Background: an optimization exercise with open tools, aiming at a short achievable clock period and few clock cycles. Do not read the settings as production practice.
Only simulation tests tie the RTL to the original design; equivalence was not proved.
No activity file was given, so power comes from the tool's default toggle rates.

==> trial 4: inputs <==
==> flow/design.v (excerpt) <==
module cpu_stream (
    input             clk,
    input             rst,
    output     [31:0] imem_addr,
    input      [31:0] imem_rdata,
    output     [31:0] dmem_addr,
    output     [31:0] dmem_wdata,
    output            dmem_we,
    input      [31:0] dmem_rdata,
    output reg        halted
);
    reg  [31:0] pc;                          
    reg         d_valid, d_pred, d_take;
    reg  [31:0] d_instr, d_pc4, d_target;
    reg         e_mis_eq, e_mis_ne;
    reg         e_valid, e_rw, e_load, e_store, e_br, e_bne, e_jr, e_pred, e_stop;
    reg  [4:0]  e_wa;
    reg  [31:0] e_a, e_b, e_s, e_alt;
    reg         e_fa_m, e_fa_w, e_fb_m, e_fb_w, e_fs_m, e_fs_w, e_fs_late;
    reg         e_add, e_sub, e_and, e_or, e_xor, e_nor, e_slt, e_sltu;
    reg         e_sll, e_srl, e_arith, e_lui, e_passb;
    reg         m_valid, m_rw, m_load, m_store, m_sfwd;
    reg  [4:0]  m_wa;
    reg  [31:0] m_result, m_sdata;
    reg         w_rw;
    reg  [4:0]  w_wa;
    reg  [31:0] w_data;
    reg         stopping;                    
    reg  [31:0] ras0, ras1, ras2, ras3;      
    wire [31:0] f_addr = d_take ? d_target : pc;
    assign imem_addr = f_addr;
    wire [31:0] pc_p4  = pc + 32'd4;
    wire [31:0] tgt_p4 = d_target + 32'd4;
    wire [31:0] f_pc4  = d_take ? tgt_p4 : pc_p4;
    wire [31:0] ir    = imem_rdata;
    wire [5:0]  f_op  = ir[31:26];
    wire        f_j   = (f_op == 6'b000010) | (f_op == 6'b000011);
    wire        f_br  = (f_op[5:1] == 5'b00010);
    wire        f_jr  = (f_op == 6'b000000) & (ir[25:21] != 5'd0) &
                        (ir[15:11] == 5'd0) & (ir[5:0] == 6'b001000);
  ...
Settings: LEC_CHECK=0, ABC_AREA=0, ABC_CLOCK_PERIOD_IN_PS=2500, CAP_MARGIN=30, CORE_MARGIN=2, CORE_UTILIZATION=40, SETUP_SLACK_MARGIN=4.2, SLEW_MARGIN=30, TNS_END_PERCENT=100; clock period 7.0 ns.
run.sh (not shown) runs the stock make flow with config.mk's settings and CLKGATE_MAP_FILE= SYNTH_SCRIPT=/design/flow/synth_recipe.tcl, a recipe that flattens the netlist after the stock synthesis.
==> build 66: changes against trial 4 <==
--- a/flow/design.v
+++ b/flow/design.v
@@ -320,18 +320,18 @@
             d_pc4 <= f_pc4;
             d_pred <= f_pred;
             d_target <= f_target;
         end
         e_rw <= c_rw; e_wa <= c_wa;
         e_load <= c_load; e_store <= c_store;
         e_br <= c_br; e_bne <= c_bne; e_jr <= c_jr; e_stop <= c_stop;
         e_pred <= d_pred;
-        e_mis_eq <= ~rst & d_go & c_br & (c_bne ^ ~d_pred);
-        e_mis_ne <= ~rst & d_go & ((c_br & (c_bne ^ d_pred)) | c_jr);
+        e_mis_eq <= d_go & c_br & (c_bne ^ ~d_pred);
+        e_mis_ne <= d_go & ((c_br & (c_bne ^ d_pred)) | c_jr);
         e_alt <= d_pred ? d_pc4 : d_target;
         e_a <= d_a; e_b <= d_b; e_s <= rf_rt;
         e_fa_m <= fa_m; e_fa_w <= fa_w & ~fa_m;
         e_fb_m <= fb_m; e_fb_w <= fb_w & ~fb_m;
         e_fs_m <= fs_m & ~e_load; e_fs_w <= fs_w & ~fs_m;
         e_fs_late <= fs_m & e_load;
         e_add <= c_add; e_sub <= c_sub; e_and <= c_and; e_or <= c_or;
         e_xor <= c_xor; e_nor <= c_nor; e_slt <= c_slt; e_sltu <= c_sltu;
==> notes <==
Build 66 finished clean. Trial 4 finished clean. Between build 66 and trial 4, the lower clock power is in trial 4 (gap 3.5%, measured against trial 4). Between build 66 and trial 4, the lower area after synthesis is in trial 4 (gap about 0.46%, measured against trial 4). Of build 66 and trial 4, trial 4 has the higher design area (gap 0.69%, measured against trial 4). Hold slack: trial 4 is higher than build 66 (0.035 ns). In trial 4 the register-to-register slack is worse than in build 66, by 0.42 ns. Against build 66, the total power of trial 4 is lower by about 0.65%. Between build 66 and trial 4, the lower non-clock buffer count is in trial 4 (gap 20). Against build 66, the combinational power of trial 4 is higher by about 5%. In sequential power, build 66 and trial 4 hardly differ.
Testbench counts of trial 4, summed over its fixed seeds: cycles 19,213.
Testbench counts of build 66, summed over its fixed seeds: cycles 19,213.


==> run a <==
Another version of the RTL of cpu_stream (not shown whole).
## cpu_stream
module cpu_stream (
    input             clk,
    input             rst,
    output     [31:0] imem_addr,
    input      [31:0] imem_rdata,
    output     [31:0] dmem_addr,
    output     [31:0] dmem_wdata,
    output            dmem_we,
    input      [31:0] dmem_rdata,
    output reg        halted
);
==> flow/config.mk <==
export PLATFORM = sky130hd
export DESIGN_NAME = cpu_stream
export DESIGN_NICKNAME = cpu_stream
export VERILOG_FILES = /design/flow/design.v
export SDC_FILE = /design/flow/constraint.sdc
export NUM_CORES = 4
export LEC_CHECK = 0
export ABC_AREA = 0
export CAP_MARGIN = 30
export CELL_PAD_IN_SITES_DETAIL_PLACEMENT = 1
export CELL_PAD_IN_SITES_GLOBAL_PLACEMENT = 1
export CORE_MARGIN = 2
export CORE_UTILIZATION = 35
export PLACE_DENSITY = 0.5
export SETUP_SLACK_MARGIN = 4.0
export SLEW_MARGIN = 30
export TNS_END_PERCENT = 100
==> flow/constraint.sdc <==
create_clock -name core_clock -period 7.0 [get_ports {clk}]
set_input_delay 1.4000 -clock core_clock [delete_from_list [all_inputs] [get_ports {clk}]]
set_output_delay 1.4000 -clock core_clock [all_outputs]
set_load 0.01 [all_outputs]
==> inputs of run b, as changes to run a <==
CELL_PAD_IN_SITES_DETAIL_PLACEMENT = not set   (was 1)
CELL_PAD_IN_SITES_GLOBAL_PLACEMENT = not set   (was 1)
SETUP_SLACK_MARGIN = 3.6   (was 4.0)
==> inputs of run c, as changes to run a <==
CELL_PAD_IN_SITES_DETAIL_PLACEMENT = not set   (was 1)
CELL_PAD_IN_SITES_GLOBAL_PLACEMENT = not set   (was 1)
==> inputs of run d, as changes to run a <==
CORE_UTILIZATION = 30   (was 35)
PLACE_DENSITY = 0.45   (was 0.5)
SETUP_SLACK_MARGIN = 3.6   (was 4.0)
==> comparison table <==
|  | run d | run a | run b | run c |
|---|---|---|---|---|
| Run status | no timing/DRC/antenna violations | no timing/DRC/antenna violations | no timing/DRC/antenna violations | no timing/DRC/antenna violations |
| Count of inserted antenna diode cells | 11 | 12 | 16 | 12 |
| GRT met2 Usage | 51.78% | 58.09% | 48.22% | 50.11% |
| Combinational Power | 1.85 mW | 2.17 mW | 1.66 mW | 2.05 mW |
| First-pass GRT wire length | 754,100 um | 751,000 um | 650,900 um | 680,500 um |
| Count of multi-input gates | 7,149 | 7,151 | 7,149 | 7,156 |
| Routability congestion estimate from global placement | 0.9296 | 0.9565 | 1.008 | 0.9910 |
| Fill cell total of the finished layout | 33.32k | 27.90k | 24.98k | 24.16k |
| Total CTS buffers | 214 | 203 | 196 | 193 |
| Non-clock buffer share | 8.290% | 11.63% | 6.740% | 10.79% |
| Buffers, non-clock | 917 | 1,286 | 749 | 1,215 |
| Critical path's largest stage delay | 0.63 ns | 0.44 ns | 0.45 ns | 0.39 ns |
| Number of buffer and inverter instances along the worst setup path | 5 | 5 | 4 | 5 |
| Floorplan core area | 297,300 um2 | 254,600 um2 | 254,600 um2 | 254,600 um2 |
| Pwr dens | 212.0 nW/um2 | 201.5 nW/um2 | 212.8 nW/um2 | 197.1 nW/um2 |
| Clock Skew | 0.03603 ns | 0.05761 ns | 0.06821 ns | 0.06982 ns |
| Worst slew margin | 21.70% | 24.26% | 22.87% | 20.28% |
| Final instance area | 110,800 um2 | 118,000 um2 | 106,700 um2 | 116,200 um2 |
| Combinational group share of total power | 7.9% | 9.1% | 7.3% | 8.9% |
| Max VDD drop | 0.1828 mV | 0.2894 mV | 0.2614 mV | 0.2648 mV |
| Standard cell area after detailed placement | 96,120 um2 | 95,530 um2 | 94,960 um2 | 95,110 um2 |
| Final critical-path share of the clock period | 55.35% | 51.02% | 51.13% | 51.66% |
| Measured slew at the worst slew-check pin | 1.175 ns | 1.136 ns | 1.150 ns | 1.196 ns |
| Mean routed wirelength per cell | 39.11 um | 40.02 um | 35.44 um | 35.93 um |
| PnR worst setup slack | 3.126 ns | 3.429 ns | 3.421 ns | 3.384 ns |
Testbench counts of run a, summed over its fixed seeds: cycles 19,214.
Testbench counts of run b, summed over its fixed seeds: cycles 19,214.
Testbench counts of run c, summed over its fixed seeds: cycles 19,214.
Testbench counts of run d, summed over its fixed seeds: cycles 19,214.

==> re-timing with driven ports <==
Ports are ideal in the flow. The routed layouts listed here were re-timed in OpenROAD.
Step 1, drivers: a clkbuf_16 drives clk and a buf_2 each remaining input, both assumed.
Step 2, shift: input delay + t, output delay - t, t = (earliest + latest rising clock arrival at the registers) / 2. This alone moves slack from input paths to output paths.
Three values: no drivers, after step 1, after step 2; two values: the first two.
run | shift t [ns] | setup WS [ns] | worst hold slack (ns) | cell pins on the clock port's net
trial 4 | 0.920 | 2.621 / 2.621 / 1.941 | 0.328 / 0.328 / 0.328 | 1
build 66 | 0.934 | 3.043 / 3.036 / 2.441 | 0.293 / 0.293 / 0.293 | 1
run a | 0.970 | 3.429 / 3.335 / 2.800 | 0.420 / 0.420 / 0.420 | 1
run b | 0.990 | 3.421 / 3.316 / 2.699 | 0.428 / 0.428 / 0.428 | 1
run c | 0.986 | 3.384 / 3.301 / 2.836 | 0.412 / 0.412 / 0.412 | 1
run d | 0.989 | 3.126 / 3.126 / 2.668 | 0.417 / 0.417 / 0.417 | 1
After both steps every run listed still meets setup and hold. The setup slack of run b, which loses most, moves by -0.105 ns with the drivers and by -0.722 ns with both steps.
